This design comes from an exercise in tuning for small area and a short achievable clock period on the open sky130 flow, not from production work. The RTL was checked by simulation tests, not by an equivalence proof against the original design. Power is estimated from default activity; no workload was simulated.

==> try-maple <==
## cpu
module cpu (clk,clrn,inst,pc,alu_out,reg1,reg2);
    input  [31:0] inst;
    input         clk, clrn;
    output [31:0] pc;
    output [31:0] alu_out;
    output [31:0] reg1, reg2;
    wire [5:0] op = inst[31:26];
    wire [4:0] rc = inst[25:21];
    wire [4:0] ra = inst[20:16];
    wire [4:0] rb = inst[15:11];
    wire [3:0] f  = op[3:0];
    reg  [31:0] pc_q;
    reg  [31:0] r1, r2, r3, r4, r5;
    reg         zf_q, sf_q, cf_q;
    assign pc   = pc_q;
    assign reg1 = r5;
    assign reg2 = r4;
    wire [31:0] a = ({32{ra == 5'd1}} & r1) | ({32{ra == 5'd2}} & r2) |
                    ({32{ra == 5'd3}} & r3) | ({32{ra == 5'd4}} & r4) |
                    ({32{ra == 5'd5}} & r5);
    wire        imm_sel = ~op[5] & op[4];
    wire [31:0] b = ({32{~imm_sel & (rb == 5'd1)}} & r1) | ({32{~imm_sel & (rb == 5'd2)}} & r2) |
                    ({32{~imm_sel & (rb == 5'd3)}} & r3) | ({32{~imm_sel & (rb == 5'd4)}} & r4) |
                    ({32{~imm_sel & (rb == 5'd5)}} & r5) |
                    ({32{imm_sel}} & {{16{inst[15]}}, inst[15:0]});
    wire alu_grp = ~op[5];
    wire d_sub = alu_grp & ((f == 4'd1) | (f == 4'd9));
    wire d_mul = alu_grp & (f == 4'd2);
    wire d_and = alu_grp & (f == 4'd3);
    wire d_or  = alu_grp & (f == 4'd4);
    wire d_xor = alu_grp & (f == 4'd5);
    wire d_sll = alu_grp & (f == 4'd6);
    wire d_srl = alu_grp & (f == 4'd7);
    wire d_sra = alu_grp & (f == 4'd8);
    wire d_sum = ~(d_and | d_or | d_xor | d_sll | d_srl | d_sra);
    wire [15:0] ma = a[15:0];
    wire [15:0] mb = b[15:0];
    wire one0 = mb[0];
    wire two0 = mb[1] & ~mb[0];
    wire neg0 = mb[1];
    wire pp0_0 = (one0 & ma[0]) ^ neg0;
    wire pp0_1 = ((one0 & ma[1]) | (two0 & ma[0])) ^ neg0;
    wire pp0_2 = ((one0 & ma[2]) | (two0 & ma[1])) ^ neg0;
    wire pp0_3 = ((one0 & ma[3]) | (two0 & ma[2])) ^ neg0;
    wire pp0_4 = ((one0 & ma[4]) | (two0 & ma[3])) ^ neg0;
    wire pp0_5 = ((one0 & ma[5]) | (two0 & ma[4])) ^ neg0;
    wire pp0_6 = ((one0 & ma[6]) | (two0 & ma[5])) ^ neg0;
    wire pp0_7 = ((one0 & ma[7]) | (two0 & ma[6])) ^ neg0;
    wire pp0_8 = ((one0 & ma[8]) | (two0 & ma[7])) ^ neg0;
    wire pp0_9 = ((one0 & ma[9]) | (two0 & ma[8])) ^ neg0;
    wire pp0_10 = ((one0 & ma[10]) | (two0 & ma[9])) ^ neg0;
    wire pp0_11 = ((one0 & ma[11]) | (two0 & ma[10])) ^ neg0;
  ...
Settings: LEC_CHECK=0, ABC_AREA=1, CAP_MARGIN=20, CORE_MARGIN=2, CORE_UTILIZATION=40, SETUP_SLACK_MARGIN=5, SLEW_MARGIN=20, TNS_END_PERCENT=0; clock period 20.0 ns.
standard.sh (not shown) runs the stock make flow with config.mk's settings and CLKGATE_MAP_FILE= SYNTH_SCRIPT=/design/flow/synth_recipe.tcl, a recipe that flattens the netlist after the stock synthesis.
==> flow/flow/run.sh <==
#!/bin/bash
# The standard layout, with the port buffers made from sky130_fd_sc_hd__buf_1
# cells instead of the cell buffer_ports picks by default, and timing repair
# aiming at a setup slack margin of 4.75 ns.
set -euo pipefail
bash standard.sh synth > synth.log 2>&1
bash standard.sh "BUFFER_PORTS_ARGS=-buffer_cell sky130_fd_sc_hd__buf_1" SETUP_SLACK_MARGIN=4.75 finish > layout.log 2>&1
==> try-xenon (differences from try-maple) <==
--- a/flow/design.v
+++ b/flow/design.v
@@ -620,33 +620,34 @@
     wire G381 = G349 | (P350 & G337);
     wire G383 = G351 | (P352 & G337);
     wire G385 = G353 | (P354 & G337);
     wire [31:0] g = {g0_31, g0_30, g0_29, g0_28, g0_27, g0_26, g0_25, g0_24, g0_23, g0_22, g0_21, g0_20, g0_19, g0_18, g0_17, g0_16, g0_15, g0_14, g0_13, g0_12, g0_11, g0_10, g0_9, g0_8, g0_7, g0_6, g0_5, g0_4, g0_3, g0_2, g0_1, g0_0};
     wire [31:0] p = {p0_31, p0_30, p0_29, p0_28, p0_27, p0_26, p0_25, p0_24, p0_23, p0_22, p0_21, p0_20, p0_19, p0_18, p0_17, p0_16, p0_15, p0_14, p0_13, p0_12, p0_11, p0_10, p0_9, p0_8, p0_7, p0_6, p0_5, p0_4, p0_3, p0_2, p0_1, p0_0};
     wire [31:0] c = {G383, G381, G379, G377, G375, G373, G371, G369, G367, G365, G363, G361, G359, G357, G355, G337, G335, G333, G331, G329, G327, G325, G323, G297, G295, G293, G291, G261, G259, G227, gg0, cin};
     wire        cout = G385;
+    wire [31:0] sum = p ^ c;
     wire        right = d_srl | d_sra;
     wire        fill  = d_sra & a[31];
     reg  [31:0] a_rev;
     integer i;
     always @* for (i = 0; i < 32; i = i + 1) a_rev[i] = a[31-i];
     wire [32:0] sw = {right ? a : a_rev, 1'b0};
     wire [4:0]  n  = b[4:0];
     wire [32:0] s0 = n[0] ? {{1{fill}},  sw[32:1]}  : sw;
     wire [32:0] s1 = n[1] ? {{2{fill}},  s0[32:2]}  : s0;
     wire [32:0] s2 = n[2] ? {{4{fill}},  s1[32:4]}  : s1;
     wire [32:0] s3 = n[3] ? {{8{fill}},  s2[32:8]}  : s2;
     wire [32:0] s4 = n[4] ? {{16{fill}}, s3[32:16]} : s3;
     reg  [31:0] shl;
     always @* for (i = 0; i < 32; i = i + 1) shl[i] = s4[32-i];
-    wire [31:0] pr = ({32{d_sum | d_or | d_xor}} & p) |
-                     ({32{d_and | d_or}} & g) |
-                     ({32{d_sll}} & shl) |
-                     ({32{right}} & s4[32:1]);
-    wire [31:0] r = pr ^ ({32{d_sum}} & c);
+    wire [31:0] r = ({32{d_sum}} & sum) |
+                    ({32{d_and | d_or}} & g) |
+                    ({32{d_or | d_xor}} & p) |
+                    ({32{d_sll}} & shl) |
+                    ({32{right}} & s4[32:1]);
     wire cf = (d_sum & ~d_mul & cout) | ((d_sll | right) & s4[0]);
     assign alu_out = r;
     wire wreg = alu_grp & (f <= 4'd8);
     always @(posedge clk or negedge clrn)
         if (!clrn) begin
             r1 <= 0; r2 <= 0; r3 <= 0; r4 <= 0; r5 <= 0;
         end else if (wreg) begin
==> flow/flow/run.sh (replaced) <==
#!/bin/bash
# The standard layout, with the port buffers made from sky130_fd_sc_hd__buf_1
# cells instead of the cell buffer_ports picks by default.
set -euo pipefail
bash standard.sh synth > synth.log 2>&1
bash standard.sh "BUFFER_PORTS_ARGS=-buffer_cell sky130_fd_sc_hd__buf_1" finish > layout.log 2>&1
- TNS_END_PERCENT: 0 -> 10
==> results.txt <==
metric	try-maple	try-xenon
Total placed instance area	22200 um^2	22400 um^2
Area growth from synthesis to final layout	14.3%	16.4%
Met3 usage in global routing	4.99%	7.67%
Worst r2r path cells	32	33
Reg-to-reg startpoint	r2[2]	r2[0]
Clock Skew	15.7 ps	19.9 ps
First-pass GRT wire length	146 mm	151 mm
Non-clock buffers, area share	7.47%	8.71%
Mapped Avg Cell Area	6.68 um^2	6.97 um^2
Ratio of final minimum period to clock period	75.2%	74.3%
Largest net degree at the start of global routing	94	93
Share of cell area taken by flip-flops and latches	20.3%	19.6%
Leak	11.7 nW	12.2 nW
Synthesized netlist net count	3351	3278
Arrival time of the worst setup path	11040 ps	10860 ps
Clock network area share	2.39%	2.35%
Share of synthesized cell area in full adder, half adder and majority cells	13.2%	13.6%
Met2 layer wire length in the routed design	46.2 mm	44.5 mm
Fraction of area in multi-input gates	59.1%	59.0%
Post-synthesis instance area	21000 um^2	21400 um^2
Status	finished clean	finished clean
Area of the placeable core	52200 um^2	52700 um^2
Termination of the worst setup path	alu_out[30]	alu_out[17]
Detailed-routing iteration count for the pre-antenna-repair pass	7	6
Slew headroom	33.5%	23.3%

==> what the ideal ports hide <==
The results above use ideal ports. As a check the final layouts listed here were re-extracted and re-timed, cells and wires unchanged.
Step 1: set_driving_cell puts a clkbuf_16 on clk and a buf_2 on each other input, an assumption about the parent block.
Step 2 adds t to the input delays and takes it off the output delays; t is the mean of the earliest and latest rising clock arrival at the registers after step 1. Input paths then give back, and output paths get back, about the clock's delay inside the block.
Three values: ideal ports, drivers, drivers and shift; two values: the first two.
run	t, ns	slack for setup (ns)	hold slack, ns	latest minus earliest clock arrival (ns)
try-maple	0.528	4.957 / 4.913 / 4.913	0.535 / 0.535 / 0.535	0.015 / 0.016
try-xenon	0.516	5.141 / 5.117 / 5.117	0.546 / 0.546 / 0.546	0.020 / 0.020
After both steps setup and hold are still met in every run listed. For try-maple, which loses most, drivers alone change the setup slack by -0.044 ns; drivers and shift together by -0.044 ns.
